What follows belongs to an exercise in optimizing a design on an open flow for small area and a short achievable clock period; a production flow would make more cautious choices.
Function was checked by simulation only, so behaviour that the tests miss may differ from the original.
No activity file was given, so power comes from the tool's default toggle rates.

`flow/design.v`:
```
module KF6845_Bus_Control_Logic (
    input   logic           clock,
    input   logic           reset,
    input   logic           CS_N,
    input   logic           RS,
    input   logic           ENABLE,
    input   logic           R_OR_W,
    input   logic   [7:0]   D_IN,
    output  logic   [7:0]   internal_data_bus,
    output  logic   [15:0]  write_register,
    output  logic           read_next,
    output  logic   [4:0]   address
);
    logic   [7:0]   latch_data;
    always_ff @(posedge clock) begin
        latch_data  <= D_IN;
    end
    assign  internal_data_bus   = latch_data;
    logic           wr_addr_arm;
    logic           wr_reg_arm;
    logic           wr_vt_arm;
    logic           wr_adj_arm;
    logic           wr_msl_arm;
    wire    sel_wr  = ENABLE & ~CS_N & ~R_OR_W;
    assign  read_next   = ENABLE & ~CS_N &  R_OR_W & RS;
    always_ff @(posedge clock, posedge reset) begin
        if (reset) begin
            wr_addr_arm     <= 1'b0;
            wr_reg_arm      <= 1'b0;
            wr_vt_arm       <= 1'b0;
            wr_adj_arm      <= 1'b0;
            wr_msl_arm      <= 1'b0;
        end
        else begin
            wr_addr_arm     <= sel_wr & ~RS;
            wr_reg_arm      <= sel_wr &  RS;
            wr_vt_arm       <= sel_wr &  RS & (address == 5'h04);
            wr_adj_arm      <= sel_wr &  RS & (address == 5'h05);
            wr_msl_arm      <= sel_wr &  RS & (address == 5'h09);
        end
    end
    always_ff @(posedge clock, posedge reset) begin
        if (reset)
            address             <= 5'h00;
        else if (wr_addr_arm & ~ENABLE)
            address             <= latch_data[4:0];
    end
    wire    write_reg   = wr_reg_arm & ~ENABLE;
    genvar i;
    generate
        for (i = 0; i < 16; i = i + 1) begin : g_we
            if (i == 4)
                assign  write_register[i]   = wr_vt_arm & ~ENABLE;
            else if (i == 5)
                assign  write_register[i]   = wr_adj_arm & ~ENABLE;
            else if (i == 9)
                assign  write_register[i]   = wr_msl_arm & ~ENABLE;
            else
                assign  write_register[i]   = write_reg & (address == i);
        end
    endgenerate
endmodule
module KF6845_Horizontal_Control (
    input   logic           clock,
    input   logic           video_clock_enable,
    input   logic           reset,
    input   logic   [7:0]   internal_data_bus,
    input   logic           write_horizontal_total_register,
    input   logic           write_horizontal_displayed_register,
    input   logic           write_horizontal_sync_position_register,
    input   logic           write_horizontal_sync_width_register,
    output  logic           Horizontal,
    output  logic           Horizontal_Half,
    output  logic           Horizontal_End,
    output  logic           H_Display,
    output  logic           HSYNC
);
    logic   [7:0]   horizontal_total;
    logic   [7:0]   horizontal_displayed;
    logic   [7:0]   horizontal_sync_position;
    logic   [3:0]   horizontal_sync_width;
    always_ff @(posedge clock, posedge reset) begin
        if (reset) begin
            horizontal_total            <= 8'h00;
            horizontal_displayed        <= 8'h00;
            horizontal_sync_position    <= 8'h00;
            horizontal_sync_width       <= 4'h0;
        end
        else begin
            if (write_horizontal_total_register)
                horizontal_total            <= internal_data_bus;
            if (write_horizontal_displayed_register)
                horizontal_displayed        <= internal_data_bus;
            if (write_horizontal_sync_position_register)
                horizontal_sync_position    <= internal_data_bus;
            if (write_horizontal_sync_width_register)
                horizontal_sync_width       <= internal_data_bus[3:0];
        end
    end
    logic   [7:0]   counter_plus_one;
    wire    [7:0]   next_horizontal_counter = Horizontal ? 8'h00 : counter_plus_one;
    always_ff @(posedge clock, posedge reset) begin
        if (reset)
            counter_plus_one    <= 8'h00;
        else if (video_clock_enable)
            counter_plus_one    <= next_horizontal_counter + 8'h01;
    end
    wire    wire_Horizontal         = (next_horizontal_counter == horizontal_total);
    wire    wire_Horizontal_Half    = (next_horizontal_counter == {1'b0, horizontal_total[7:1]});
    wire    wire_Horizontal_End     = (next_horizontal_counter == horizontal_displayed);
    wire    wire_Sync_Start         = (next_horizontal_counter == horizontal_sync_position);
    logic   [3:0]   horizontal_sync_width_counter;
    logic           reset_horizontal_sync_width;
    wire    [3:0]   next_horizontal_sync_width_counter =
                        reset_horizontal_sync_width ? 4'h0 :
                        HSYNC ? horizontal_sync_width_counter + 4'h1 : horizontal_sync_width_counter;
    wire    wire_reset_horizontal_sync_width = (next_horizontal_sync_width_counter == horizontal_sync_width);
    always_ff @(posedge clock, posedge reset) begin
        if (reset) begin
            horizontal_sync_width_counter   <= 4'h0;
            reset_horizontal_sync_width     <= 1'b0;
            Horizontal                      <= 1'b0;
            Horizontal_Half                 <= 1'b0;
            Horizontal_End                  <= 1'b0;
            H_Display                       <= 1'b0;
            HSYNC                           <= 1'b0;
        end
        else if (video_clock_enable) begin
            horizontal_sync_width_counter   <= next_horizontal_sync_width_counter;
            reset_horizontal_sync_width     <= wire_reset_horizontal_sync_width;
            Horizontal                      <= wire_Horizontal;
            Horizontal_Half                 <= wire_Horizontal_Half;
            Horizontal_End                  <= wire_Horizontal_End;
            H_Display                       <= ~wire_Horizontal_End & (wire_Horizontal | H_Display);
            HSYNC                           <= ~wire_reset_horizontal_sync_width & (wire_Sync_Start | HSYNC);
        end
    end
endmodule
module KF6845_Vertical_Control (
    input   logic           clock,
    input   logic           video_clock_enable,
    input   logic           reset,
    input   logic   [7:0]   internal_data_bus,
    input   logic           write_vertical_total_register,
    input   logic           write_vertical_total_adjust_register,
    input   logic           write_vertical_displayed_register,
    input   logic           write_vertical_sync_position_register,
    input   logic           write_interlace_mode_register,
    input   logic           write_maximum_scan_line_register,
    input   logic           Horizontal,
    input   logic           Horizontal_Half,
    output  logic           V_total_at,
    output  logic           Scanline_End_at,
    output  logic           V_Display,
    output  logic   [4:0]   RA,
    output  logic           VSYNC
);
    function automatic logic inc_eq7(input logic [6:0] a, input logic [6:0] b);
        logic [6:0] diff;
        logic [6:0] ones_below;
        integer i;
        begin
            diff = a ^ b;
            for (i = 0; i < 7; i = i + 1)
                ones_below[i] = ~|(~a & ((7'd1 << i) - 7'd1));
            inc_eq7 = (diff == ones_below);
        end
    endfunction
    function automatic logic inc_eq5(input logic [4:0] a, input logic [4:0] b);
        logic [4:0] diff;
        logic [4:0] ones_below;
        integer i;
        begin
            diff = a ^ b;
            for (i = 0; i < 5; i = i + 1)
                ones_below[i] = ~|(~a & ((5'd1 << i) - 5'd1));
            inc_eq5 = (diff == ones_below);
        end
    endfunction
    function automatic logic inc_eq4(input logic [3:0] a, input logic [3:0] b);
        logic [3:0] diff;
        logic [3:0] ones_below;
        integer i;
        begin
            diff = a ^ b;
            for (i = 0; i < 4; i = i + 1)
                ones_below[i] = ~|(~a & ((4'd1 << i) - 4'd1));
            inc_eq4 = (diff == ones_below);
        end
    endfunction
    function automatic logic inc2_eq5(input logic [4:0] a, input logic [4:0] b);
        inc2_eq5 = (a[0] == b[0]) & inc_eq4(a[4:1], b[4:1]);
    endfunction
    logic   [6:0]   vertical_total_m1;             
    wire    [6:0]   bus7_m1 = internal_data_bus[6:0] - 7'h01;
    logic   [4:0]   vertical_total_adjust;
    logic   [6:0]   vertical_displayed;
    logic   [6:0]   vertical_sync_position_m1;     
    logic   [1:0]   interlace_mode;
    logic   [4:0]   maximum_scan_line;
    always_ff @(posedge clock, posedge reset) begin
        if (reset) begin
            vertical_total_m1           <= 7'h7F;
            vertical_total_adjust       <= 5'h00;
            vertical_displayed          <= 7'h00;
            vertical_sync_position_m1   <= 7'h3E;
            interlace_mode              <= 2'b00;
            maximum_scan_line           <= 5'h00;
        end
        else begin
            if (write_vertical_total_register)
                vertical_total_m1       <= bus7_m1;
            if (write_vertical_total_adjust_register)
                vertical_total_adjust   <= internal_data_bus[4:0];
            if (write_vertical_displayed_register)
                vertical_displayed      <= internal_data_bus[6:0];
            if (write_vertical_sync_position_register)
                vertical_sync_position_m1   <= internal_data_bus[6:0] - 7'h01;
            if (write_interlace_mode_register)
                interlace_mode          <= internal_data_bus[1:0];
            if (write_maximum_scan_line_register)
                maximum_scan_line       <= internal_data_bus[4:0];
        end
    end
    logic   [4:0]   scan_line_counter;
    logic   [6:0]   character_row_counter;
    logic           interlace_video;     
    logic           odd_or_even;
    logic           Vadjust;
    logic           ra_base;
    logic   [3:0]   Vsync_counter;
    logic           Vsync_odd;
    logic           Vsync_even;
    logic           scan_line_match;
    logic           adjust_match;
    logic           adjust_match_m1;
    logic           row_match;
    logic           adjust_zero;     
    always_ff @(posedge clock, posedge reset) begin
        if (reset)
            adjust_zero     <= 1'b1;
        else if (write_vertical_total_adjust_register)
            adjust_zero     <= ~|internal_data_bus[4:0];
    end
    wire    v_total_match   = odd_or_even ? (adjust_zero ? row_match : (Vadjust & adjust_match_m1))
                                          : (Vadjust & adjust_match);
    wire    [4:0]   bus5    = internal_data_bus[4:0];
    wire    [6:0]   bus7    = internal_data_bus[6:0];
    wire    sl_eq_bus       = (scan_line_counter == bus5);
    wire    sl1_eq_bus      = inc_eq5(scan_line_counter, bus5);
    wire    sl2_eq_bus      = inc2_eq5(scan_line_counter, bus5);
    wire    sl1_eq_msl      = inc_eq5(scan_line_counter, maximum_scan_line);
    wire    sl2_eq_adj      = inc2_eq5(scan_line_counter, vertical_total_adjust);
    wire    bus5_zero       = (bus5 == 5'd0);
    wire    bus5_one        = (bus5 == 5'd1);
    wire    msl_zero        = ~|maximum_scan_line;
    wire    adj_one         = (vertical_total_adjust == 5'd1);
    wire    row_eq_bus      = (character_row_counter == bus7);
    wire    row1_eq_bus     = (character_row_counter == bus7_m1);
    wire    row1_eq_vt      = (character_row_counter == vertical_total_m1);
    wire    bus7_zero       = (bus7 == 7'd0);
    wire    vt_zero         = &vertical_total_m1;
    wire    we_msl          = write_maximum_scan_line_register;
    wire    we_adj          = write_vertical_total_adjust_register;
    wire    we_vt           = write_vertical_total_register;
    always_ff @(posedge clock, posedge reset) begin
        if (reset) begin
            scan_line_match     <= 1'b1;
            adjust_match        <= 1'b1;
            adjust_match_m1     <= 1'b0;
            row_match           <= 1'b1;
        end
        else if (video_clock_enable & Horizontal & (v_total_match | scan_line_match)) begin
            scan_line_match     <= we_msl ? bus5_zero : msl_zero;
            adjust_match        <= we_adj ? bus5_zero : adjust_zero;
            adjust_match_m1     <= we_adj ? bus5_one  : adj_one;
            if (v_total_match)
                row_match       <= we_vt ? bus7_zero : vt_zero;
            else
                row_match       <= we_vt ? row1_eq_bus : row1_eq_vt;
        end
        else if (video_clock_enable & Horizontal) begin
            scan_line_match     <= we_msl ? sl1_eq_bus : sl1_eq_msl;
            adjust_match        <= we_adj ? sl1_eq_bus : adjust_match_m1;
            adjust_match_m1     <= we_adj ? sl2_eq_bus : sl2_eq_adj;
            row_match           <= we_vt  ? row_eq_bus : row_match;
        end
        else begin
            scan_line_match     <= we_msl ? sl_eq_bus  : scan_line_match;
            adjust_match        <= we_adj ? sl_eq_bus  : adjust_match;
            adjust_match_m1     <= we_adj ? sl1_eq_bus : adjust_match_m1;
            row_match           <= we_vt  ? row_eq_bus : row_match;
        end
    end
    assign  Scanline_End_at = Horizontal & scan_line_match;
    assign  V_total_at      = Horizontal & v_total_match;
    wire    vdisp_zero  = ~|vertical_displayed;
    wire    vdisp_inc   = inc_eq7(character_row_counter, vertical_displayed);
    wire    vdisp_hold  = (character_row_counter == vertical_displayed);
    wire    vsp_zero    = &vertical_sync_position_m1;
    wire    vsp_inc     = (character_row_counter == vertical_sync_position_m1);
    wire    v_display_hold  = ~vdisp_hold & V_Display;
    wire    v_display_event = V_total_at      ? ~vdisp_zero :
                              Scanline_End_at ? (~vdisp_inc & V_Display) : v_display_hold;
    wire    vsync_start     = Scanline_End_at & (V_total_at ? vsp_zero : vsp_inc);
    always_ff @(posedge clock, posedge reset) begin
        if (reset) begin
            scan_line_counter       <= 5'h00;
            character_row_counter   <= 7'h00;
            interlace_video         <= 1'b0;
            odd_or_even             <= 1'b1;
            Vadjust                 <= 1'b0;
            V_Display               <= 1'b0;
            ra_base                 <= 1'b0;
            Vsync_counter           <= 4'h0;
            Vsync_odd               <= 1'b0;
            Vsync_even              <= 1'b0;
        end
        else begin
            V_Display               <= video_clock_enable ? v_display_event : v_display_hold;
            if (video_clock_enable) begin
                if (V_total_at)
                    character_row_counter   <= 7'h00;
                else if (Scanline_End_at)
                    character_row_counter   <= character_row_counter + 7'h01;
                if (V_total_at) begin
                    interlace_video     <= &interlace_mode;
                    odd_or_even         <= ~interlace_mode[0] | ~odd_or_even;
                end
                if (V_total_at)
                    Vadjust             <= 1'b0;
                else if (Scanline_End_at & row_match)
                    Vadjust             <= 1'b1;
                if (Horizontal) begin
                    if (v_total_match | scan_line_match) begin
                        scan_line_counter   <= 5'h00;
                        ra_base             <= interlace_video & odd_or_even;
                    end
                    else begin
                        scan_line_counter   <= scan_line_counter + 5'h01;
                    end
                    if (vsync_start) begin
                        Vsync_odd           <= 1'b1;
                        Vsync_counter       <= 4'h0;
                    end
                    else begin
                        if (&Vsync_counter)
                            Vsync_odd       <= 1'b0;
                        Vsync_counter       <= Vsync_counter + 4'h1;
                    end
                end
                if (Horizontal_Half)
                    Vsync_even          <= Vsync_odd;
            end
        end
    end
    assign  VSYNC   = odd_or_even ? Vsync_odd : Vsync_even;
    assign  RA      = interlace_video ? {scan_line_counter[3:0], ra_base}
                                   : scan_line_counter + {4'h0, ra_base};
endmodule
module KF6845_Linear_Address_Generator (
    input   logic           clock,
    input   logic           video_clock_enable,
    input   logic           reset,
    input   logic   [7:0]   internal_data_bus,
    input   logic           write_start_address_h_register,
    input   logic           write_start_address_l_register,
    input   logic           Horizontal,
    input   logic           Horizontal_End,
    input   logic           V_total_at,
    input   logic           Scanline_End_at,
    output  logic   [13:0]  MA
);
    logic   [13:0]  start_address;
    always_ff @(posedge clock, posedge reset) begin
        if (reset)
            start_address   <= 14'h0;
        else begin
            if (write_start_address_h_register)
                start_address[13:8] <= internal_data_bus[5:0];
            if (write_start_address_l_register)
                start_address[7:0]  <= internal_data_bus;
        end
    end
    wire    [13:0]  increment_ma = MA + 14'h1;
    logic   [13:0]  retrace_ma;
    logic   [13:0]  next_line_ma;
    wire    [13:0]  line_ma = V_total_at ? start_address :
                              Scanline_End_at ? next_line_ma : retrace_ma;
    always_ff @(posedge clock, posedge reset) begin
        if (reset) begin
            retrace_ma      <= 14'h0;
            next_line_ma    <= 14'h0;
            MA              <= 14'h0;
        end
        else if (video_clock_enable) begin
            if (Horizontal)
                retrace_ma  <= line_ma;
            if (Horizontal_End)
                next_line_ma    <= increment_ma;
            MA              <= Horizontal ? line_ma : increment_ma;
        end
    end
endmodule
module KF6845_Cursor (
    input   logic           clock,
    input   logic           video_clock_enable,
    input   logic           reset,
    input   logic   [7:0]   internal_data_bus_in,
    input   logic           write_cursor_start_register,
    input   logic           write_cursor_end_register,
    input   logic           write_cursor_h_register,
    input   logic           write_cursor_l_register,
    output  logic   [13:0]  cursor_address,
    input   logic           V_total_at,
    input   logic   [4:0]   RA,
    input   logic   [13:0]  MA,
    output  logic           CURSOR
);
    logic   [1:0]   blink_config;
    logic   [4:0]   cursor_start;
    logic   [4:0]   cursor_end;
    always_ff @(posedge clock, posedge reset) begin
        if (reset) begin
            blink_config            <= 2'h1;
            cursor_start            <= 5'h0;
            cursor_end              <= 5'h0;
            cursor_address          <= 14'h0;
        end
        else begin
            if (write_cursor_start_register) begin
                blink_config        <= internal_data_bus_in[6:5];
                cursor_start        <= internal_data_bus_in[4:0];
            end
            if (write_cursor_end_register)
                cursor_end          <= internal_data_bus_in[4:0];
            if (write_cursor_h_register)
                cursor_address[13:8] <= internal_data_bus_in[5:0];
            if (write_cursor_l_register)
                cursor_address[7:0] <= internal_data_bus_in;
        end
    end
    logic   [4:0]   field_rate_counter;
    logic           cursor_on;
    wire    V_total = video_clock_enable & V_total_at;
    always_ff @(posedge clock, posedge reset) begin
        if (reset) begin
            field_rate_counter      <= 5'h0;
            cursor_on               <= 1'b0;
        end
        else begin
            if (V_total)
                field_rate_counter  <= field_rate_counter + 5'h1;
            if (~blink_config[1])
                cursor_on           <= ~blink_config[0];
            else if (V_total & ~|field_rate_counter[3:0] & (~blink_config[0] | ~field_rate_counter[4]))
                cursor_on           <= ~cursor_on;
        end
    end
    wire    cursor_character = (cursor_address == MA);
    wire    cursor_scanline  = (cursor_start <= RA) && (RA <= cursor_end);
    assign  CURSOR  = cursor_character & cursor_scanline & cursor_on;
endmodule
module KF6845_Light_Pen (
    input   logic           clock,
    input   logic           video_clock_enable,
    input   logic           reset,
    output  logic   [13:0]  light_pen,
    output  logic   [13:0]  next_light_pen,
    input   logic   [13:0]  MA,
    input   logic           LPSTB
);
    logic   prev_lpstb;
    always_ff @(posedge clock, posedge reset) begin
        if (reset)
            prev_lpstb      <= 1'b1;
        else if (video_clock_enable)
            prev_lpstb      <= LPSTB;
    end
    assign  next_light_pen  = (video_clock_enable & ~prev_lpstb & LPSTB) ? MA : light_pen;
    always_ff @(posedge clock, posedge reset) begin
        if (reset)
            light_pen       <= 14'h0;
        else
            light_pen       <= next_light_pen;
    end
endmodule
module KF6845 (
    input   logic           clock,
    input   logic           video_clock_enable,
    input   logic           reset,
    input   logic           CS_N,
    input   logic           RS,
    input   logic           ENABLE,
    input   logic           R_OR_W,
    input   logic   [7:0]   D_IN,
    output  logic   [7:0]   D_OUT,
    input   logic           LPSTB,
    output  logic           CURSOR,
    output  logic           HSYNC,
    output  logic           VSYNC,
    output  logic   [4:0]   RA,
    output  logic   [13:0]  MA,
    output  logic           DE
);
    logic   [7:0]   internal_data_bus;
    logic   [15:0]  write_register;
    logic           read_next;
    logic   [4:0]   address;
    logic   [13:0]  next_light_pen;
    logic           Horizontal;
    logic           Horizontal_Half;
    logic           Horizontal_End;
    logic           H_Display;
    logic           V_Display;
    logic           V_total_at;
    logic           Scanline_End_at;
    logic           CURSOR_Buffer;
    logic           HSYNC_Buffer;
    logic           VSYNC_Buffer;
    logic   [4:0]   RA_Buffer;
    logic   [13:0]  MA_Buffer;
    logic   [13:0]  cursor_address;
    logic   [13:0]  light_pen;
    KF6845_Bus_Control_Logic u_Bus_Control_Logic (
        .clock                                      (clock),
        .reset                                      (reset),
        .CS_N                                       (CS_N),
        .RS                                         (RS),
        .ENABLE                                     (ENABLE),
        .R_OR_W                                     (R_OR_W),
        .D_IN                                       (D_IN),
        .internal_data_bus                          (internal_data_bus),
        .write_register                             (write_register),
        .read_next                                  (read_next),
        .address                                    (address)
    );
    KF6845_Horizontal_Control u_Horizontal_Control (
        .clock                                      (clock),
        .video_clock_enable                         (video_clock_enable),
        .reset                                      (reset),
        .internal_data_bus                          (internal_data_bus),
        .write_horizontal_total_register            (write_register[0]),
        .write_horizontal_displayed_register        (write_register[1]),
        .write_horizontal_sync_position_register    (write_register[2]),
        .write_horizontal_sync_width_register       (write_register[3]),
        .Horizontal                                 (Horizontal),
        .Horizontal_Half                            (Horizontal_Half),
        .Horizontal_End                             (Horizontal_End),
        .H_Display                                  (H_Display),
        .HSYNC                                      (HSYNC_Buffer)
    );
    KF6845_Vertical_Control u_Vertical_Control (
        .clock                                      (clock),
        .video_clock_enable                         (video_clock_enable),
        .reset                                      (reset),
        .internal_data_bus                          (internal_data_bus),
        .write_vertical_total_register              (write_register[4]),
        .write_vertical_total_adjust_register       (write_register[5]),
        .write_vertical_displayed_register          (write_register[6]),
        .write_vertical_sync_position_register      (write_register[7]),
        .write_interlace_mode_register              (write_register[8]),
        .write_maximum_scan_line_register           (write_register[9]),
        .Horizontal                                 (Horizontal),
        .Horizontal_Half                            (Horizontal_Half),
        .V_total_at                                 (V_total_at),
        .V_Display                                  (V_Display),
        .Scanline_End_at                            (Scanline_End_at),
        .RA                                         (RA_Buffer),
        .VSYNC                                      (VSYNC_Buffer)
    );
    KF6845_Linear_Address_Generator u_Linear_Address_Generator (
        .clock                                      (clock),
        .video_clock_enable                         (video_clock_enable),
        .reset                                      (reset),
        .internal_data_bus                          (internal_data_bus),
        .write_start_address_h_register             (write_register[12]),
        .write_start_address_l_register             (write_register[13]),
        .Horizontal                                 (Horizontal),
        .Horizontal_End                             (Horizontal_End),
        .V_total_at                                 (V_total_at),
        .Scanline_End_at                            (Scanline_End_at),
        .MA                                         (MA_Buffer)
    );
    KF6845_Cursor u_Cursor (
        .clock                                      (clock),
        .video_clock_enable                         (video_clock_enable),
        .reset                                      (reset),
        .internal_data_bus_in                       (internal_data_bus),
        .write_cursor_start_register                (write_register[10]),
        .write_cursor_end_register                  (write_register[11]),
        .write_cursor_h_register                    (write_register[14]),
        .write_cursor_l_register                    (write_register[15]),
        .cursor_address                             (cursor_address),
        .V_total_at                                 (V_total_at),
        .RA                                         (RA_Buffer),
        .MA                                         (MA_Buffer),
        .CURSOR                                     (CURSOR_Buffer)
    );
    KF6845_Light_Pen u_Light_Pen (
        .clock                                      (clock),
        .video_clock_enable                         (video_clock_enable),
        .reset                                      (reset),
        .light_pen                                  (light_pen),
        .next_light_pen                             (next_light_pen),
        .MA                                         (MA),
        .LPSTB                                      (LPSTB)
    );
    logic   [7:0]   read_data;
    always_comb begin
        case (address)
            5'h0E:   read_data  = {2'b00, cursor_address[13:8]};
            5'h0F:   read_data  = cursor_address[7:0];
            5'h10:   read_data  = {2'b00, next_light_pen[13:8]};
            5'h11:   read_data  = next_light_pen[7:0];
            default: read_data  = 8'hFF;
        endcase
    end
    always_ff @(posedge clock, posedge reset) begin
        if (reset)
            D_OUT   <= 8'hFF;
        else
            D_OUT   <= read_next ? read_data : 8'hFF;
    end
    always_ff @(posedge clock, posedge reset) begin
        if (reset) begin
            CURSOR  <= 1'b0;
            HSYNC   <= 1'b0;
            VSYNC   <= 1'b0;
            RA      <= 5'h0;
            MA      <= 14'h0;
            DE      <= 1'b0;
        end
        else begin
            CURSOR  <= CURSOR_Buffer;
            HSYNC   <= HSYNC_Buffer;
            VSYNC   <= VSYNC_Buffer;
            RA      <= RA_Buffer;
            MA      <= MA_Buffer;
            DE      <= H_Display & V_Display;
        end
    end
endmodule
```
`flow/flow/run.sh`:
```
#!/bin/bash
set -euo pipefail
export BUFFER_PORTS_ARGS="-buffer_cell sky130_fd_sc_hd__buf_4"
export CTS_ARGS="-sink_clustering_enable -repair_clock_nets -sink_clustering_size 16 -sink_clustering_max_diameter 60 -buf_list sky130_fd_sc_hd__clkbuf_8 -dont_use_dummy_load"
bash standard.sh finish > flow_make.log 2>&1
```
`flow/standard.sh`:
```
#!/bin/bash
# synth_recipe.tcl (not shown) runs the flow's synth.tcl, then flattens the netlist and writes it again
# the make line also repeats each setting of config.mk as NAME=value (left out here)
make -C /OpenROAD-flow-scripts/flow DESIGN_CONFIG=/design/flow/config.mk WORK_HOME=/design/flow/orfs CLKGATE_MAP_FILE= SYNTH_SCRIPT=/design/flow/synth_recipe.tcl "${@:-finish}"
```
`flow/config.mk`:
```
export PLATFORM = sky130hd
export DESIGN_NAME = KF6845
export DESIGN_NICKNAME = KF6845
export VERILOG_FILES = /design/flow/design.v
export SDC_FILE = /design/flow/constraint.sdc
export NUM_CORES = 4
export LEC_CHECK = 0
export ABC_AREA = 1
export CAP_MARGIN = 20
export CORE_MARGIN = 2
export CORE_UTILIZATION = 70
export SETUP_SLACK_MARGIN = 2.0
export SLEW_MARGIN = 20
```
`flow/constraint.sdc`:
```
create_clock -name core_clock -period 4.0 [get_ports {clock}]
set_input_delay 0.8000 -clock core_clock [delete_from_list [all_inputs] [get_ports {clock}]]
set_output_delay 0.8000 -clock core_clock [all_outputs]
set_load 0.01 [all_outputs]
```
==> results.py, run 1 <==
metrics = {
    "floorplanning": {
        "die_width_um": 139,
        "dieHeight_um": 139,
        "initial_utilization_pct": 71.3,
        "core-area_um2": 17900,
        "ioPinCount": 47,
        "dieArea_um2": 19300,
        "num_rows": 49,
    },
    "clocking": {
        "numCtsBuffers": 20,
        "cts.clk_slew.worst_paths_ps": 100,
        "clkLatencyLatePin_ps": 560,
        "cts_tree": "built",
        "root_buffer": "clkbuf_8",
        "clockBufferDepth": 3,
        "htree_levels": 1,
        "clkSinkCount": 259,
    },
    "power_and_ir_drop": {
        "seqPwrFrac_pct": 48.9,
        "internal-power_w": 0.00480,
        "vdd_ir_drop_max_mv": 0.450,
        "swShare_pct": 39.3,
        "power_leakage_nw": 6.62,
        "power.density_nw_per_um2": 572,
        "clock_power_share_pct": 15.9,
        "pwr-share-comb_pct": 35.2,
        "p_sw_w": 0.00311,
    },
    "critical_path": {
        "start_kind": "register",
        "crit_path_cell_trace": "ha_4 > ha_4 > nand2_2 > nand2_2 > o22ai_2 > inv_2 > ha_4 > or2_4 > nand2_2 > nand2_2 > nand2_1 > nand2_1 > nor2_1",
        "startpoint": "u_Vertical_Control.scan_line_counter[0]",
        "cpMaxStageDelayCell": "dfrtp_2",
        "criticalPathCategory": "reg -> reg",
        "crit_path_frequent_cell": "nand2_2",
        "cp-endpoint": "CURSOR",
        "r2r_start": "u_Vertical_Control.scan_line_counter[0]",
        "ff2ff_setup_slack_ps": 2000,
        "slowest_delay_ps": 440,
        "r2r_cells": 13,
        "cp.required_ps": 4460,
        "arrival_ps": 2470,
        "cp-end-kind": "register",
        "r2r_end": "CURSOR",
        "critPathMaxFanout": 3,
    },
    "timing": {
        "finalHoldViolCount": 0,
        "setup_violations": 0,
        "period_share_pct": 50.1,
        "period_needed_ps": 2000,
        "worst_clock_skew_ps": 34.1,
        "drv_slew": 0,
        "fmax_ghz": 0.499,
        "tightestPinTransition_ps": 917,
        "relSlewSlack_pct": 38.9,
        "rsz0062_at_grt": "true",
    },
    "finish": {
        "layout.nets": 1597,
        "nFillCells": 1297,
        "fin_cells": 1789,
        "area_growth_syn_to_layout_pct": 8.34,
        "layout-drive-gt1-share_pct": 13.3,
        "antenna_cells": 0,
        "fin_area_um2": 13800,
    },
    "route": {
        "drc": 0,
        "wl_per_cell_um": 17.7,
        "via_per_inst": 5.89,
        "drtAntennaViolNets": 0,
        "firstDrtPassIters": 5,
        "via_count": 10500,
        "drt_iter0_markers": 899,
        "routed_wl_um": 31600,
    },
    "synth": {
        "yosys_warnings": 7,
        "syn_inst": 1519,
        "synth.avg_cell_area_um2": 8.40,
        "syn_area_um2": 12800,
        "synth_cell_types": 52,
        "synth_seq_cells": 259,
        "synth-main-ff-cell": "dfrtp_1",
        "ys_seq_area_share_pct": 50.8,
        "synth_nets": 1554,
        "synth-edff-count": 0,
        "async_reset_ff_share_pct": 96.9,
    },
    "place": {
        "place_inst": 1752,
        "placed_cell_area_um2": 13300,
        "place_congestion": 0.987,
        "hpwl_um": 21200,
        "portBuffers": 46,
    },
    "global_route": {
        "use_met2_pct": 54.2,
        "grt_max_degree": 163,
        "grt_pass1_vias": 10300,
        "grt_usage_pct": 32.9,
        "grt-ovfl-total": 0,
        "grt-busiest-layer": "met2",
        "grt_use_met1_pct": 45.8,
        "grtUsageMet3_pct": 4.52,
        "grt_pass1_wl_um": 51700,
        "antenna_found_initial": 0,
    },
    "worst_hold_path": {
        "min_path_type": "in -> async",
    },
    "job": {
        "drv_cap": 0,
    },
    "run_status": {
        "status": "complete, no violations",
    },
}
per-stage QoR:
stage               TNS [ps]  worst slack [ps]  power (W)  hold WS [ps]  util [%]
detailed placement         0              1290    0.00646           456      74.1
global route               0              1870    0.00846           188      77.2
floorplan             -17840             -79.6    0.00566           349         -
CTS                        0              1900    0.00776           169      76.1
finish                     0              2000    0.00791           184      77.2
global placement           0              1330    0.00635           451      74.1
state kept, by name, summed over array words and instances (netlist names), 7 cells and up:
name,count
u_Horizontal_Control.counter_plus_one,8
u_Vertical_Control.character_row_counter,7
u_Light_Pen.light_pen,14
u_Vertical_Control.vertical_total_m1,7
u_Horizontal_Control.horizontal_displayed,8
u_Horizontal_Control.horizontal_total,8
u_Linear_Address_Generator.start_address,14
u_Bus_Control_Logic.latch_data,8
u_Vertical_Control.vertical_displayed,7
u_Cursor.cursor_address,14
u_Horizontal_Control.horizontal_sync_position,8
u_Vertical_Control.vertical_sync_position_m1,7
MA,14
u_Linear_Address_Generator.next_line_ma,14
u_Linear_Address_Generator.MA,14
D_OUT,8
u_Linear_Address_Generator.retrace_ma,14
per-layer routing:
layer | vias to the layer above | part of all wire, %
met4 | 0 | 3.1
li1 | 5044 | -
met5 | - | 0
met1 | 5046 | 43
met2 | 374 | 47
met3 | 73 | 6.4
how the worst min path moves through the flow:
stage | startpoint | end | slack [ps]
CTS | reset | u_Bus_Control_Logic.wr_addr_arm | 170
floorplan | u_Linear_Address_Generator.MA[10] | MA[10] | 350
global placement | u_Light_Pen.light_pen[4] | u_Light_Pen.light_pen[4] | 450
global route | reset | u_Bus_Control_Logic.wr_addr_arm | 190
detailed placement | u_Light_Pen.light_pen[4] | u_Light_Pen.light_pen[4] | 460
finish | reset | u_Bus_Control_Logic.wr_addr_arm | 180
cells in the final DEF, fill, tap and decap left out, types with 4 or more instances in the layout:
cell,instances
dfxtp_1,7
o22ai_1,21
dfrtp_1,218
inv_2,16
clkbuf_8,20
dfrtp_2,5
nand4_1,31
dfstp_2,27
nor2_2,10
nand3_1,78
o21ai_1,59
o21ai_0,102
nor2_1,81
nor3b_1,4
buf_4,67
or2_1,4
nor3_1,14
nand3_2,4
o221ai_1,5
nand2_1,423
o211ai_1,37
nor4_1,5
nand2_4,5
ha_1,15
or2_2,5
xor2_1,46
xnor2_1,26
nor2_4,6
nand2_2,8
a21oi_1,14
a31oi_1,4
inv_1,138
worst max-delay path, delay by kind of cell, from the launching register on:
kind,cells,cell delay [ps]
buffers and inverters,1,70
AND/OR/NAND/NOR,8,670
AO/OA/AOI/OAI,1,160
adder cells (fa/ha/maj),3,580
flip-flops,1,440
cell type report:
type                            count  area, um^2  area share [%]
Clock buffer                       20         275            1.99
Inverter                          162         633            4.58
Multi-Input combinational cell   1047        5580            40.3
Sequential cell                   259        6490            46.9
Tap cell                          229         287            2.07
Timing Repair Buffer               71         557            4.03
Timing Repair inverter              1        5.00          0.0362
power by group through the flow:
| stage | sequential, W | clock, W | combinational [W] |
|---|---|---|---|
| 2_1_floorplan | 0.00366 | 0 | 0.00199 |
| 3_3_place_gp | 0.00389 | 0 | 0.00246 |
| 3_5_place_dp | 0.00391 | 0 | 0.00255 |
| 4_1_cts | 0.00386 | 0.00127 | 0.00263 |
| 5_1_grt | 0.00395 | 0.00136 | 0.00316 |
| 6_report | 0.00387 | 0.00126 | 0.00278 |
synthesized netlist by cell type, drive strengths merged (3+ instances only):
library cell  instances  area [um^2]
a211oi                3         27.5
a21oi                15         78.8
a22oi                 3         22.5
a31oi                 5         46.3
buf                  27          140
clkbuf               25         93.8
dfrtp               224         5610
dfstp                27          709
dfxtp                 8          160
ha                   19          238
inv                 160          601
nand2               436         1670
nand3                83          438
nand4                32          206
nor2                 98          442
nor3                 18          118
nor3b                 4         30.0
nor4                  5         31.3
o211ai               37          278
o21ai               164          821
o221ai                5         43.8
o22ai                22          138
or2                  13         81.3
xnor2                26          228
xor2                 47          419
timing repair:
| item | CTS | global route |
|---|---|---|
| buffers inserted | 4 | 11 |
| hold buffers | 0 | 0 |
| pin swaps | 3 | 9 |
| setup endpoints to repair | 55 | 53 |
| resized for setup | 16 | 36 |
| gates cloned | 0 | 2 |
kinds of logic after synthesis:
family | after synthesis | share of synthesized area [%]
buf+inv | 214 | 6.60
xor+xnor | 73 | 5.07
compound gates | 263 | 12.0
simple gates | 691 | 23.7
fa+ha+maj | 19 | 1.86
flops | 259 | 50.8
==> inputs of run 2 (changes only) <==
--- a/flow/config.mk
+++ b/flow/config.mk
@@ -10,4 +10,4 @@
 export CORE_MARGIN = 2
-export CORE_UTILIZATION = 70
-export SETUP_SLACK_MARGIN = 2.0
+export CORE_UTILIZATION = 60
+export SETUP_SLACK_MARGIN = 2.1
 export SLEW_MARGIN = 20
==> run 2 against run 1 <==
Compared with the run above:
- fmax rose by 0.40%
- non-clock buffer count increased by 37
- clock skew is 24 ps higher
- final cell count up 5.0%
- worst setup slack better by 7.9 ps
- via count up 0.94%
- core utilization decreased by 7.9 points
- wire length grew 5.4%
- still clean
- die area grew 16%
==> results.py, run 2 <==
metrics = {
    "place": {
        "placed_cell_area_um2": 13400,
        "place_congestion": 0.916,
        "preCtsSetupSlack_ps": 1530,
        "place_inst": 1800,
        "hpwl_um": 22000,
        "portBuffers": 46,
    },
    "synth": {
        "yosys_warnings": 7,
        "synth_area_leaders": "dfrtp_1, nand2_1, dfstp_2",
        "synth.avg_cell_area_um2": 8.40,
        "synth_seq_cells": 259,
        "synthTopCellsByCount": "nand2_1, dfrtp_1, inv_1",
        "syn_area_um2": 12800,
        "ys_seq_area_share_pct": 50.8,
        "synth_cell_types": 52,
        "synth_most_common_cell": "nand2_1",
        "async_reset_ff_share_pct": 96.9,
        "yosysTopAreaCell": "dfrtp_1",
        "synth-edff-count": 0,
        "syn_inst": 1519,
        "synth_nets": 1554,
        "synth-main-ff-cell": "dfrtp_1",
        "synth_top_area_share_pct": 43.9,
    },
    "timing": {
        "finalHoldViolCount": 0,
        "fin_ws_ps": 2000,
        "worst_clock_skew_ps": 58.3,
        "fmax_ghz": 0.501,
        "tns_ps": 0,
        "tightestPinTransition_ps": 952,
        "period_share_pct": 49.9,
        "rsz0062_at_grt": "true",
        "drv_slew": 0,
        "relSlewSlack_pct": 36.4,
        "period_needed_ps": 2000,
        "hold_ws_ps": 338,
        "setup_violations": 0,
    },
    "power_and_ir_drop": {
        "power.density_nw_per_um2": 572,
        "clock_power_share_pct": 16.7,
        "swShare_pct": 39.0,
        "vdd_ir_drop_max_mv": 0.370,
        "pwr-share-comb_pct": 36.6,
        "p_sw_w": 0.00324,
        "power_leakage_nw": 6.89,
        "internal-power_w": 0.00507,
        "seqPwrFrac_pct": 46.7,
    },
    "clocking": {
        "cts_tree": "built",
        "clkSinkCount": 259,
        "htree_levels": 1,
        "root_buffer": "clkbuf_8",
        "clkLatencyLatePin_ps": 570,
        "clockBufferDepth": 3,
        "cts.clk_slew.worst_paths_ps": 100,
        "numCtsBuffers": 24,
    },
    "global_route": {
        "grt_usage_pct": 30.4,
        "antenna_found_initial": 0,
        "grt-ovfl-total": 0,
        "grt_pass1_wl_um": 53800,
        "grt_max_degree": 69,
        "grt_pass1_vias": 10200,
    },
    "floorplanning": {
        "core-area_um2": 21000,
        "initial_utilization_pct": 60.9,
        "dieHeight_um": 150,
        "num_rows": 53,
        "dieArea_um2": 22400,
        "die_width_um": 150,
        "ioPinCount": 47,
    },
    "route": {
        "drc": 0,
        "via_per_inst": 5.66,
        "wl_per_cell_um": 17.7,
        "via_count": 10600,
        "routed_wl_um": 33300,
        "drt_iter0_markers": 756,
        "firstDrtPassIters": 5,
        "drtAntennaViolNets": 0,
    },
    "critical_path": {
        "cp.required_ps": 4490,
        "cpMaxStageDelayCell": "dfrtp_1",
        "arrival_ps": 2480,
        "startpoint": "u_Vertical_Control.ra_base",
        "r2r_start": "u_Vertical_Control.ra_base",
        "cp-end-kind": "register",
        "critPathMaxFanout": 3,
        "slowest_delay_ps": 440,
        "start_kind": "register",
        "criticalPathCategory": "reg -> reg",
        "crit_path_cell_trace": "ha_4 > ha_4 > nand2_4 > nand2_4 > o22ai_4 > inv_2 > ha_4 > or2_4 > nand2_2 > nand2_1 > nand2_1 > nand2_1 > nor2_1",
    },
    "finish": {
        "antenna_cells": 0,
        "area_growth_syn_to_layout_pct": 13.9,
        "fin_area_um2": 14500,
        "final_cell_mix": "nand2_1, dfrtp_1, inv_1",
        "layout-drive-gt1-share_pct": 16.9,
        "layout.nets": 1640,
        "fin_cells": 1878,
        "final_common_cell": "nand2_1",
        "nFillCells": 1739,
    },
    "worst_hold_path": {
        "hp-start": "D_IN[0]",
        "min_path_type": "in -> reg",
    },
    "run_status": {
        "status": "complete, no violations",
    },
    "job": {
        "drv_cap": 0,
    },
}
[run 2: per-layer routing]
layer | wire length [um] | track usage (%) | up-vias
met3 | 1930 | 3.32 | 65
met5 | 0 | 0 | -
met4 | 985 | 9.72 | 0
li1 | - | - | 5143
met1 | 14400 | 41.9 | 5098
met2 | 16100 | 50.8 | 330
[run 2: area by class of cell]
cell class                 count  area [um^2]  area share [%]
sequential                   259         6490            44.7
multi-input combinational   1047         5710            39.3
timing repair buffer         108          972            6.69
inverter                     162          658            4.53
tap                          275          344            2.37
clock buffer                  24          330            2.27
timing repair inverter         3         23.8           0.164
[run 2: power groups by stage]
stage / clock network, W / logic (W) / registers, W
detailed placement: 0 / 0.00256 / 0.00391
floorplan: 0 / 0.00200 / 0.00366
finish: 0.00139 / 0.00304 / 0.00388
CTS: 0.00142 / 0.00276 / 0.00386
global placement: 0 / 0.00250 / 0.00389
global route: 0.00151 / 0.00343 / 0.00396
[run 2: critical path: cells and delay by family (launching register included)]
family                     cells  cell delay (ps)
AOI/OAI and AO/OA              1              120
adders and majority gates      3              600
and+or+nand+nor                8              690
DFF                            1              440
buffers and inverters          1               70
[run 2: through the flow]
stage | utilization, % | total power, W
after global placement | 63.8 | 0.00639
after detailed placement | 63.8 | 0.00647
final | 69.3 | 0.00831
after CTS | 67.1 | 0.00805
after global routing | 69.3 | 0.00890
after floorplan | - | 0.00566
[run 2: what timing repair did]
action,4_1_cts,5_1_grt
buffers inserted,20,30
setup endpoints to repair,83,93
gates resized for setup,51,60
hold endpoints to repair,0,0
pin swaps,8,13
hold buffers,0,0
gates cloned,2,2
[run 2: worst paths after layout]
kind | to | slack, ps | cells after the start
min in group asynchronous | u_Cursor.cursor_address[0] | 440 | 2
setup / recovery | CURSOR | 2000 | 13
hold reg to reg | MA[4] | 460 | 0
setup reg to reg | CURSOR | 2000 | 13
max in group asynchronous | u_Horizontal_Control.Horizontal | 2620 | 3
hold / removal | u_Bus_Control_Logic.latch_data[0] | 340 | 1
[run 2: cell families after synthesis]
logic type                 Yosys count  synth area share, %
AOI/OAI and AO/OA                  263                 12.0
xor gates and xnor gates            73                 5.07
adders and majority gates           19                 1.86
buffers and inverters              214                 6.60
DFF                                259                 50.8
and+or+nand+nor                    691                 23.7
==> inputs of run 3 (changes only) <==
--- a/flow/config.mk
+++ b/flow/config.mk
@@ -11,3 +11,4 @@
 export CORE_UTILIZATION = 60
-export SETUP_SLACK_MARGIN = 2.1
+export PLACE_DENSITY = 0.75
+export SETUP_SLACK_MARGIN = 2.05
 export SLEW_MARGIN = 20
==> run 3 against run 2 <==
Compared with the run above:
- synthesized cell count is the same
- core utilization shrank 1.6 points
- clock-buffer cell count shrank 2
- final cell count shrank 1.8%
- flip-flop and latch count is the same
- clock skew grew 17 ps
- register-to-register slack gained 20 ps
- area after synthesis is the same
- highest routed layer unchanged
==> results.py, run 3 <==
metrics = {
    "run_status": {
        "status": "complete, no violations",
    },
    "finish": {
        "area_growth_syn_to_layout_pct": 11.2,
        "nFillCells": 1765,
        "layout-drive-gt1-share_pct": 14.6,
        "final_cell_mix": "nand2_1, dfrtp_1, inv_1",
        "final_common_cell": "nand2_1",
        "antenna_cells": 0,
        "layout.nets": 1607,
    },
    "global_route": {
        "grt_pass1_wl_um": 51000,
        "grtUsageMet3_pct": 3.75,
        "grt-busiest-layer": "met2",
        "use_met2_pct": 47.7,
        "grt_max_degree": 80,
        "grt_use_met1_pct": 39.4,
        "antenna_found_initial": 0,
        "grt-ovfl-total": 0,
        "grt_pass1_vias": 9920,
        "grt_usage_pct": 28.6,
    },
    "synth": {
        "synth-main-ff-cell": "dfrtp_1",
        "ys_seq_area_share_pct": 50.8,
        "yosys_warnings": 7,
        "syn_area_um2": 12800,
        "yosysTopAreaCell": "dfrtp_1",
        "synth_seq_cells": 259,
        "syn_inst": 1519,
        "async_reset_ff_share_pct": 96.9,
        "synth_most_common_cell": "nand2_1",
        "synth_nets": 1554,
        "synth_top_area_share_pct": 43.9,
        "synth_cell_types": 52,
        "synth.avg_cell_area_um2": 8.40,
        "synthTopCellsByCount": "nand2_1, dfrtp_1, inv_1",
        "synth_area_leaders": "dfrtp_1, nand2_1, dfstp_2",
        "synth-edff-count": 0,
    },
    "clocking": {
        "numCtsBuffers": 22,
        "root_buffer": "clkbuf_8",
        "clkLatencyLatePin_ps": 580,
        "clockBufferDepth": 3,
        "clkSinkCount": 259,
        "cts_tree": "built",
        "cts.clk_slew.worst_paths_ps": 110,
        "htree_levels": 1,
    },
    "timing": {
        "relSlewSlack_pct": 36.5,
        "tightestPinTransition_ps": 950,
        "fin_ws_ps": 1980,
        "finalHoldViolCount": 0,
        "setup_violations": 0,
        "fmax_ghz": 0.496,
        "period_share_pct": 50.4,
        "tns_ps": 0,
        "period_needed_ps": 2020,
        "worst_clock_skew_ps": 75.7,
        "drv_slew": 0,
        "rsz0062_at_grt": "true",
    },
    "power_and_ir_drop": {
        "seqPwrFrac_pct": 47.7,
        "clock_power_share_pct": 16.5,
        "pwr-share-comb_pct": 35.9,
        "vdd_ir_drop_max_mv": 0.348,
        "power_leakage_nw": 6.71,
        "power.density_nw_per_um2": 572,
        "power_w": 0.00811,
        "swShare_pct": 39.2,
        "internal-power_w": 0.00494,
        "p_sw_w": 0.00318,
    },
    "route": {
        "drt_iter0_markers": 801,
        "wl_per_cell_um": 17.3,
        "via_count": 10600,
        "via_per_inst": 5.72,
        "firstDrtPassIters": 5,
        "drc": 0,
        "drtAntennaViolNets": 0,
        "routed_wl_um": 32000,
    },
    "place": {
        "hpwl_um": 21400,
        "place_congestion": 0.953,
        "portBuffers": 46,
        "preCtsSetupSlack_ps": 1630,
    },
    "critical_path": {
        "criticalPathCategory": "reg -> out",
        "start_kind": "register",
        "cp.required_ps": 3200,
        "cp-end-kind": "primary output",
        "critPathMaxFanout": 1,
        "ff2ff_setup_slack_ps": 2020,
        "cpMaxStageDelayCell": "dfstp_2",
        "cp.buffers_inverters": 1,
        "cpLargestDelayFamily": "flip-flops",
        "arrival_ps": 1220,
        "slowest_delay_ps": 540,
        "crit_path_cell_trace": "buf_6",
    },
    "floorplanning": {
        "initial_utilization_pct": 60.9,
        "core-area_um2": 21000,
        "dieHeight_um": 150,
        "num_rows": 53,
        "die_width_um": 150,
        "ioPinCount": 47,
        "dieArea_um2": 22400,
    },
    "worst_hold_path": {
        "min_path_type": "in -> reg",
    },
    "job": {
        "drv_cap": 0,
    },
}
## run 3: per-stage QoR
| step | instance area (um^2) | hold slack (ps) | std cells | utilization, % |
|---|---|---|---|---|
| 2_1_floorplan | 12800 | 349 | 1519 | - |
| 3_3_place_gp | 13300 | 443 | 1798 | 63.7 |
| 3_5_place_dp | 13300 | 443 | 1798 | 63.7 |
| 4_1_cts | 13800 | 335 | 1825 | 65.9 |
| 5_1_grt | 14200 | 336 | 1845 | 67.7 |
| 6_report | 14200 | 351 | 1845 | 67.7 |
## run 3: cell type report
class                      instances  area, um^2  area share (%)
clock buffer                      22         303            2.13
inverter                         162         641            4.52
multi-input combinational       1047        5660            39.9
sequential                       259        6500            45.8
tap                              275         344            2.43
timing repair buffer              79         739            5.21
timing repair inverter             1        7.51          0.0529
## run 3: routing by layer
| metal | routed length [um] | vias to the layer above |
|---|---|---|
| met1 | 14000 | 5076 |
| li1 | - | 5074 |
| met3 | 2010 | 65 |
| met4 | 866 | 0 |
| met5 | 0 | - |
| met2 | 15100 | 346 |
## run 3: cells by family after synthesis
kind of cell / count (synthesis) / synth area share [%]
simple gates: 691 / 23.7
flops: 259 / 50.8
xor+xnor: 73 / 5.07
compound gates: 263 / 12.0
buf+inv: 214 / 6.60
fa+ha+maj: 19 / 1.86
## run 3: final timing paths
| path | endpoint | startpoint | cells past startpoint |
|---|---|---|---|
| setup / recovery | D_OUT[1] | D_OUT[1] | 1 |
| hold / removal | u_Bus_Control_Logic.latch_data[0] | D_IN[0] | 1 |
| setup reg to reg | CURSOR | u_Vertical_Control.scan_line_counter[0] | 13 |
| hold reg to reg | MA[4] | u_Linear_Address_Generator.MA[4] | 0 |
| max in group asynchronous | u_Horizontal_Control.Horizontal | reset | 3 |
| min in group asynchronous | CURSOR | reset | 2 |
## run 3: power groups by stage
| stage | clock network [W] | logic [W] | registers (W) |
|---|---|---|---|
| 2_1_floorplan | 0 | 0.00200 | 0.00366 |
| 3_3_place_gp | 0 | 0.00248 | 0.00389 |
| 3_5_place_dp | 0 | 0.00255 | 0.00390 |
| 4_1_cts | 0.00135 | 0.00264 | 0.00386 |
| 5_1_grt | 0.00145 | 0.00328 | 0.00394 |
| 6_report | 0.00134 | 0.00291 | 0.00387 |
## run 3: timing repair
item	in CTS	in global routing
hold buffers	0	0
gates resized for setup	35	56
setup buffers	5	18
cloned	0	2
setup endpoints to repair	61	67
hold endpoints to repair	0	0
pin swaps	3	22
## run 3: worst register-to-register path, stage by stage (launching register included)
cell and delay [ps]:
dfrtp_2 440, ha_4 180, ha_4 170, nand2_4 60, nand2_4 70, o22ai_4 160
inv_2 80, ha_4 240, or2_4 220, nand2_1 60, nand2_1 40, nand2_1 60
nand2_1 50, nor2_1 120
==> inputs of run 4 (changes only) <==
--- a/flow/config.mk
+++ b/flow/config.mk
@@ -11,4 +11,3 @@
 export CORE_UTILIZATION = 60
-export PLACE_DENSITY = 0.75
-export SETUP_SLACK_MARGIN = 2.05
+export SETUP_SLACK_MARGIN = 2.0
 export SLEW_MARGIN = 20
==> run 4 against run 3 <==
Compared with the run above:
- final cell count fell by 0.54%
- clock-buffer cell count up 1
- power shrank 1.2%
- sequential share of layout area grew 0.64 points
- design area decreased by 1.5%
- register-to-register slack improved by 20 ps
- area after synthesis unchanged
- non-clock buffer count shrank 10
- largest power group unchanged
- highest routed layer unchanged
==> results.py, run 4 <==
metrics = {
    "critical_path": {
        "arrival_ps": 1180,
        "ff2ff_setup_slack_ps": 2040,
        "cp.required_ps": 3200,
        "startpoint": "D_OUT[2]",
        "slowest_delay_ps": 540,
        "r2r_start": "u_Vertical_Control.ra_base",
        "start_kind": "register",
        "r2r_end": "CURSOR",
        "criticalPathCategory": "reg -> out",
        "cp-endpoint": "D_OUT[2]",
        "cp-end-kind": "primary output",
        "cpLargestDelayFamily": "flip-flops",
        "worst-path-stages": 1,
        "r2r_cells": 15,
        "cp.buffers_inverters": 1,
        "cpMaxStageDelayCell": "dfstp_2",
        "crit_path_cell_trace": "buf_6",
        "critPathMaxFanout": 1,
    },
    "route": {
        "drc": 0,
        "via_per_inst": 5.64,
        "drt_iter0_markers": 663,
        "firstDrtPassIters": 5,
        "wl_per_cell_um": 17.4,
        "drtAntennaViolNets": 0,
        "via_count": 10400,
        "routed_wl_um": 31900,
    },
    "timing": {
        "setup_violations": 0,
        "worst_clock_skew_ps": 38.0,
        "relSlewSlack_pct": 35.5,
        "rsz0062_at_grt": "true",
        "tns_ps": 0,
        "drv_slew": 0,
        "period_needed_ps": 1980,
        "tightestPinTransition_ps": 968,
        "fmax_ghz": 0.506,
        "period_share_pct": 49.4,
        "finalHoldViolCount": 0,
    },
    "place": {
        "hpwl_um": 21300,
        "placed_cell_area_um2": 13300,
        "place_congestion": 0.894,
        "portBuffers": 46,
    },
    "global_route": {
        "grt_max_degree": 173,
        "grt_usage_pct": 29.4,
        "grt_pass1_wl_um": 51800,
        "grt-ovfl-total": 0,
        "grt_pass1_vias": 9867,
        "antenna_found_initial": 1,
    },
    "synth": {
        "async_reset_ff_share_pct": 96.9,
        "yosysTopAreaCell": "dfrtp_1",
        "synth_top_area_share_pct": 43.9,
        "synth_most_common_cell": "nand2_1",
        "synth_cell_types": 52,
        "synth_area_leaders": "dfrtp_1, nand2_1, dfstp_2",
        "ys_seq_area_share_pct": 50.8,
        "synth-main-ff-cell": "dfrtp_1",
        "yosys_warnings": 7,
        "synthTopCellsByCount": "nand2_1, dfrtp_1, inv_1",
        "synth.avg_cell_area_um2": 8.40,
        "synth-edff-count": 0,
        "synth_seq_cells": 259,
        "synth_nets": 1554,
        "syn_inst": 1519,
        "syn_area_um2": 12800,
    },
    "clocking": {
        "cts.clk_slew.worst_paths_ps": 100,
        "clkSinkCount": 259,
        "clockBufferDepth": 3,
        "root_buffer": "clkbuf_8",
        "clkLatencyLatePin_ps": 560,
        "cts_tree": "built",
        "htree_levels": 1,
        "numCtsBuffers": 23,
    },
    "power_and_ir_drop": {
        "power_leakage_nw": 6.63,
        "pwr-share-comb_pct": 34.8,
        "vdd_ir_drop_max_mv": 0.339,
        "power_w": 0.00802,
        "seqPwrFrac_pct": 48.3,
        "swShare_pct": 39.0,
        "clock_power_share_pct": 16.9,
        "internal-power_w": 0.00489,
        "power.density_nw_per_um2": 574,
        "p_sw_w": 0.00312,
    },
    "finish": {
        "area_growth_syn_to_layout_pct": 9.52,
        "antenna_cells": 0,
        "layout.nets": 1597,
        "final_common_cell": "nand2_1",
        "fin_area_um2": 14000,
        "final_cell_mix": "nand2_1, dfrtp_1, inv_1",
        "layout-drive-gt1-share_pct": 13.6,
    },
    "floorplanning": {
        "ioPinCount": 47,
        "num_rows": 53,
        "die_width_um": 150,
        "dieArea_um2": 22400,
        "core-area_um2": 21000,
        "initial_utilization_pct": 60.9,
        "dieHeight_um": 150,
    },
    "worst_hold_path": {
        "min_path_type": "in -> reg",
        "holdPathStages": 1,
    },
    "job": {
        "drv_cap": 0,
    },
    "run_status": {
        "status": "complete, no violations",
    },
}
run 4: cells by family after synthesis:
logic type	after synthesis	share of synthesized area, %
xor+xnor	73	5.07
flops	259	50.8
buf+inv	214	6.60
compound gates	263	12.0
fa+ha+maj	19	1.86
simple gates	691	23.7
run 4: through the flow:
step	hold slack (ps)	setup WS, ps	cells	utilization, %
floorplan	349	-79.6	1519	-
global placement	452	1280	1797	63.5
detailed placement	448	1190	1797	63.5
CTS	316	1920	1829	65.8
global route	310	1860	1835	66.7
finish	341	2020	1835	66.7
run 4: worst min-delay path by stage:
| stage | startpoint | end | slack (ps) |
|---|---|---|---|
| floorplan | u_Linear_Address_Generator.MA[10] | MA[10] | 350 |
| global placement | u_Light_Pen.light_pen[3] | u_Light_Pen.light_pen[3] | 450 |
| detailed placement | u_Linear_Address_Generator.MA[4] | MA[4] | 450 |
| CTS | D_IN[7] | u_Bus_Control_Logic.latch_data[7] | 320 |
| global route | D_IN[7] | u_Bus_Control_Logic.latch_data[7] | 310 |
| finish | D_IN[7] | u_Bus_Control_Logic.latch_data[7] | 340 |
run 4: area by class of cell:
| cell class | count | area (um^2) |
|---|---|---|
| flip-flops and latches | 259 | 6490 |
| well taps | 275 | 344 |
| repair buffers | 69 | 579 |
| clock buffers | 23 | 317 |
| inverters | 162 | 628 |
| multi-input cells | 1047 | 5620 |
| fillers | 1810 | 6980 |
run 4: metal layers:
| metal | part of all wire [%] | GRT usage [%] | vias to the layer above |
|---|---|---|---|
| met3 | 5.2 | 3.69 | 46 |
| met4 | 2.0 | 7.97 | 0 |
| met2 | 48 | 48.5 | 274 |
| met1 | 45 | 41.3 | 5001 |
| li1 | - | - | 5037 |
| met5 | 0 | 0 | - |
run 4: power by group through the flow:
| stage | logic (W) | registers (W) | clock network [W] |
|---|---|---|---|
| detailed placement | 0.00255 | 0.00391 | 0 |
| floorplan | 0.00199 | 0.00366 | 0 |
| global route | 0.00317 | 0.00395 | 0.00148 |
| global placement | 0.00250 | 0.00390 | 0 |
| finish | 0.00279 | 0.00387 | 0.00135 |
| CTS | 0.00268 | 0.00387 | 0.00138 |
run 4: timing repair:
item / 4_1_cts / 5_1_grt
resized for setup: 27 / 37
gates cloned: 1 / 0
endpoints found under the setup margin: 64 / 59
setup buffers: 8 / 6
hold buffers: 0 / 0
pin swaps: 7 / 12
==> inputs of run 5 (changes only) <==
--- a/flow/design.v
+++ b/flow/design.v
@@ -229,3 +229,2 @@
     logic           Vadjust;
-    logic           ra_base;
     logic   [3:0]   Vsync_counter;
@@ -313,3 +312,3 @@
             V_Display               <= 1'b0;
-            ra_base                 <= 1'b0;
+            RA                      <= 5'h00;
             Vsync_counter           <= 4'h0;
@@ -336,3 +335,3 @@
                         scan_line_counter   <= 5'h00;
-                        ra_base             <= interlace_video & odd_or_even;
+                        RA                  <= {4'h0, interlace_video & odd_or_even};
                     end
@@ -340,2 +339,3 @@
                         scan_line_counter   <= scan_line_counter + 5'h01;
+                        RA                  <= RA + {3'h0, interlace_video, ~interlace_video};
                     end
@@ -357,4 +357,2 @@
     assign  VSYNC   = odd_or_even ? Vsync_odd : Vsync_even;
-    assign  RA      = interlace_video ? {scan_line_counter[3:0], ra_base}
-                                   : scan_line_counter + {4'h0, ra_base};
 endmodule
@@ -618,8 +616,10 @@
     end
+    logic   [7:0]   D_OUT_n;
     always_ff @(posedge clock, posedge reset) begin
         if (reset)
-            D_OUT   <= 8'hFF;
+            D_OUT_n <= 8'h00;
         else
-            D_OUT   <= read_next ? read_data : 8'hFF;
+            D_OUT_n <= read_next ? ~read_data : 8'h00;
     end
+    assign  D_OUT   = ~D_OUT_n;
     always_ff @(posedge clock, posedge reset) begin
==> run 5 against run 4 <==
Compared with the run above:
- synthesized cell count shrank 2.2%
- flip-flop and latch count grew 4
- sequential share of layout area shrank 0.088 points
- first-iteration DRC count grew 11%
- power grew 0.44%
- design area grew 1.6%
- worst setup slack lost 25 ps
- final cell count shrank 0.44%
- clock-buffer cell count is the same
- critical path type is now in -> reg
- highest routed layer unchanged
==> results.py, run 5 <==
metrics = {
    "synth": {
        "synth_most_common_cell": "nand2_1",
        "synth_area_leaders": "dfrtp_1, nand2_1, o21ai_0",
        "synth_top_area_share_pct": 46.0,
        "synth.avg_cell_area_um2": 8.64,
        "synthTopCellsByCount": "nand2_1, dfrtp_1, inv_1",
        "synth-main-ff-cell": "dfrtp_1",
        "ys_seq_area_share_pct": 51.2,
        "synth_seq_cells": 263,
        "yosys_warnings": 7,
        "yosysTopAreaCell": "dfrtp_1",
        "synth_nets": 1527,
        "synth-edff-count": 0,
        "async_reset_ff_share_pct": 97.0,
        "syn_inst": 1485,
        "syn_area_um2": 12800,
        "synth_cell_types": 52,
    },
    "route": {
        "via_count": 10400,
        "drtAntennaViolNets": 0,
        "firstDrtPassIters": 5,
        "drt_iter0_markers": 736,
        "wl_per_cell_um": 17.9,
        "drc": 0,
        "routed_wl_um": 32700,
        "via_per_inst": 5.67,
    },
    "finish": {
        "area_growth_syn_to_layout_pct": 10.7,
        "register_area_um2": 6580,
        "layout-drive-gt1-share_pct": 14.2,
        "multi_input_area_um2": 5510,
        "final_common_cell": "nand2_1",
        "fin_area_um2": 14200,
        "nFillCells": 1786,
        "final_cell_mix": "nand2_1, dfrtp_1, o21ai_0",
        "antenna_cells": 0,
        "layout.nets": 1596,
    },
    "worst_hold_path": {
        "holdPathStages": 1,
        "hp-start": "D_IN[1]",
        "min_path_type": "in -> reg",
    },
    "timing": {
        "finalHoldViolCount": 0,
        "worst_clock_skew_ps": 50.9,
        "setup_violations": 0,
        "drv_slew": 0,
        "tightestPinTransition_ps": 885,
        "hold_ws_ps": 334,
        "fmax_ghz": 0.499,
        "period_share_pct": 50.1,
        "period_needed_ps": 2000,
        "fin_ws_ps": 2000,
        "rsz0062_at_grt": "true",
        "relSlewSlack_pct": 40.9,
    },
    "floorplanning": {
        "dieHeight_um": 150,
        "ioPinCount": 47,
        "die_width_um": 150,
        "dieArea_um2": 22600,
        "initial_utilization_pct": 61.0,
        "core-area_um2": 21000,
        "num_rows": 53,
    },
    "global_route": {
        "antenna_found_initial": 0,
        "grt_pass1_vias": 9750,
        "grt_pass1_wl_um": 52600,
        "grt_usage_pct": 29.8,
        "grt-ovfl-total": 0,
        "grt_max_degree": 86,
    },
    "critical_path": {
        "r2r_cells": 7,
        "r2r_start": "u_Horizontal_Control.Horizontal",
        "crit_path_cell_trace": "buf_4 > nand2_1 > clkinv_1 > a31oi_1",
        "criticalPathCategory": "in -> reg",
        "cpMaxStageDelayCell": "nand2_1",
        "cp.required_ps": 4480,
        "arrival_ps": 2480,
        "slowest_delay_ps": 580,
        "startpoint": "video_clock_enable",
        "cpLargestDelayFamily": "buffers and inverters",
        "worst-path-stages": 4,
        "start_kind": "primary input",
        "critPathMaxFanout": 24,
        "cp.buffers_inverters": 2,
        "cp-end-kind": "register",
    },
    "place": {
        "portBuffers": 46,
        "hpwl_um": 22100,
        "place_congestion": 0.906,
        "placed_cell_area_um2": 13400,
        "preCtsSetupSlack_ps": 1090,
    },
    "power_and_ir_drop": {
        "internal-power_w": 0.00498,
        "swShare_pct": 38.2,
        "power_leakage_nw": 6.75,
        "pwr-share-comb_pct": 34.1,
        "p_sw_w": 0.00308,
        "vdd_ir_drop_max_mv": 0.344,
        "seqPwrFrac_pct": 49.0,
        "power.density_nw_per_um2": 567,
        "clock_power_share_pct": 17.0,
    },
    "clocking": {
        "clockBufferDepth": 3,
        "clkLatencyLatePin_ps": 570,
        "cts.clk_slew.worst_paths_ps": 100,
        "numCtsBuffers": 23,
        "htree_levels": 1,
        "clkSinkCount": 263,
        "cts_hold_buffers": 0,
        "root_buffer": "clkbuf_8",
        "cts_tree": "built",
    },
    "run_status": {
        "status": "complete, no violations",
    },
    "job": {
        "drv_cap": 0,
    },
}
-- run 5: cell types whose count changed in the layout (fill, tap and decap cells not counted), sizes merged, moves of 10 or more --
cell,previous run,this run
dfrtp,224,236
nor2,98,76
nand2,437,398
buf,69,93
xnor2,26,36
nor3,18,29
-- run 5: worst paths after layout --
check,slack (ps),endpoint
worst max-delay path,2000,u_Linear_Address_Generator.next_line_ma[12]
worst min-delay path,330,u_Bus_Control_Logic.latch_data[1]
worst max register to register,2020,u_Linear_Address_Generator.MA[10]
worst min register to register,410,MA[13]
max in group asynchronous,2590,u_Horizontal_Control.horizontal_displayed[0]
min in group asynchronous,410,u_Light_Pen.light_pen[3]
-- run 5: cell type report --
cell class                 count  share of cell area, %
clock buffer                  23                   2.23
inverter                     169                   4.75
multi-input combinational   1003                   38.8
sequential                   263                   46.3
tap                          275                   2.42
timing repair buffer          93                   5.43
timing repair inverter         1                 0.0529
-- run 5: logic make-up after synthesis --
| group | after synthesis | share of synthesized area (%) |
|---|---|---|
| buf+inv | 219 | 6.75 |
| simple gates | 624 | 21.0 |
| mux | 6 | 0.644 |
| xor+xnor | 81 | 5.53 |
| compound gates | 266 | 12.3 |
| fa+ha+maj | 26 | 2.59 |
| flops | 263 | 51.2 |
-- run 5: stage by stage --
stage          util [%]  instances  TNS (ps)  power (W)
4_1_cts            66.3       1810         0    0.00793
6_report           67.6       1827         0    0.00805
3_3_place_gp       63.8       1767         0    0.00644
3_5_place_dp       63.8       1767         0    0.00651
2_1_floorplan         -       1485    -33540    0.00572
5_1_grt            67.6       1827         0    0.00863
-- run 5: worst reg2reg max path: stages (launching register included) --
cell and delay (ps):
dfrtp_2 460, nand2_1 150, clkinvlp_4 500, nand2_1 200, o21ai_0 100, o211ai_1 220
o21ai_0 110, o21bai_1 160
-- run 5: layer usage --
metal / vias to the layer above / wire [um] / track usage (%)
li1: 5003 / - / -
met1: 5020 / 14900 / 43.4
met3: 54 / 1620 / 3.15
met2: 291 / 15200 / 47.5
met5: - / 0 / 0
met4: 0 / 925 / 9.39
-- run 5: power by group through the flow --
stage                     logic [W]  registers, W  clock network, W
after floorplan             0.00198       0.00374                 0
after global placement      0.00246       0.00399                 0
after detailed placement    0.00252       0.00399                 0
after CTS                   0.00258       0.00395           0.00139
after global routing        0.00311       0.00402           0.00149
final                       0.00274       0.00394           0.00137
-- run 5: timing repair --
item,CTS,global route
endpoints found under the hold margin,0,0
resized for setup,19,42
setup endpoints to repair,58,79
cloned,1,0
buffers inserted,19,17
pin swaps,1,13

## what the ideal ports hide
The flow's constraints put no driver on any port. The routed layouts listed below were extracted and timed again, unchanged, in two steps.
Step 1 sets driving cells, clkbuf_16 on the clock port and buf_2 on the other inputs (assumed; they add their load-dependent delay and slew).
Step 2 also shifts input and output timing later by t, the mid clock arrival at the registers, as if the neighbouring blocks saw the same clock.
Slacks: ideal ports / drivers / drivers and shift; pairs: ideal ports / drivers.
run | t, ns | setup slack, ns | clock arrival spread, ns
run 1 | 0.577 | 1.996 / 1.995 / 1.602 | 0.036 / 0.036
run 2 | 0.586 | 2.004 / 1.966 / 1.650 | 0.059 / 0.059
run 3 | 0.590 | 1.984 / 1.937 / 1.624 | 0.079 / 0.079
run 4 | 0.585 | 2.023 / 1.977 / 1.517 | 0.039 / 0.039
run 5 | 0.585 | 1.997 / 2.019 / 1.435 | 0.053 / 0.053
After both steps every run listed still meets setup and hold. For run 5, which loses most, drivers alone change the setup slack by +0.022 ns; drivers and shift together by -0.562 ns.
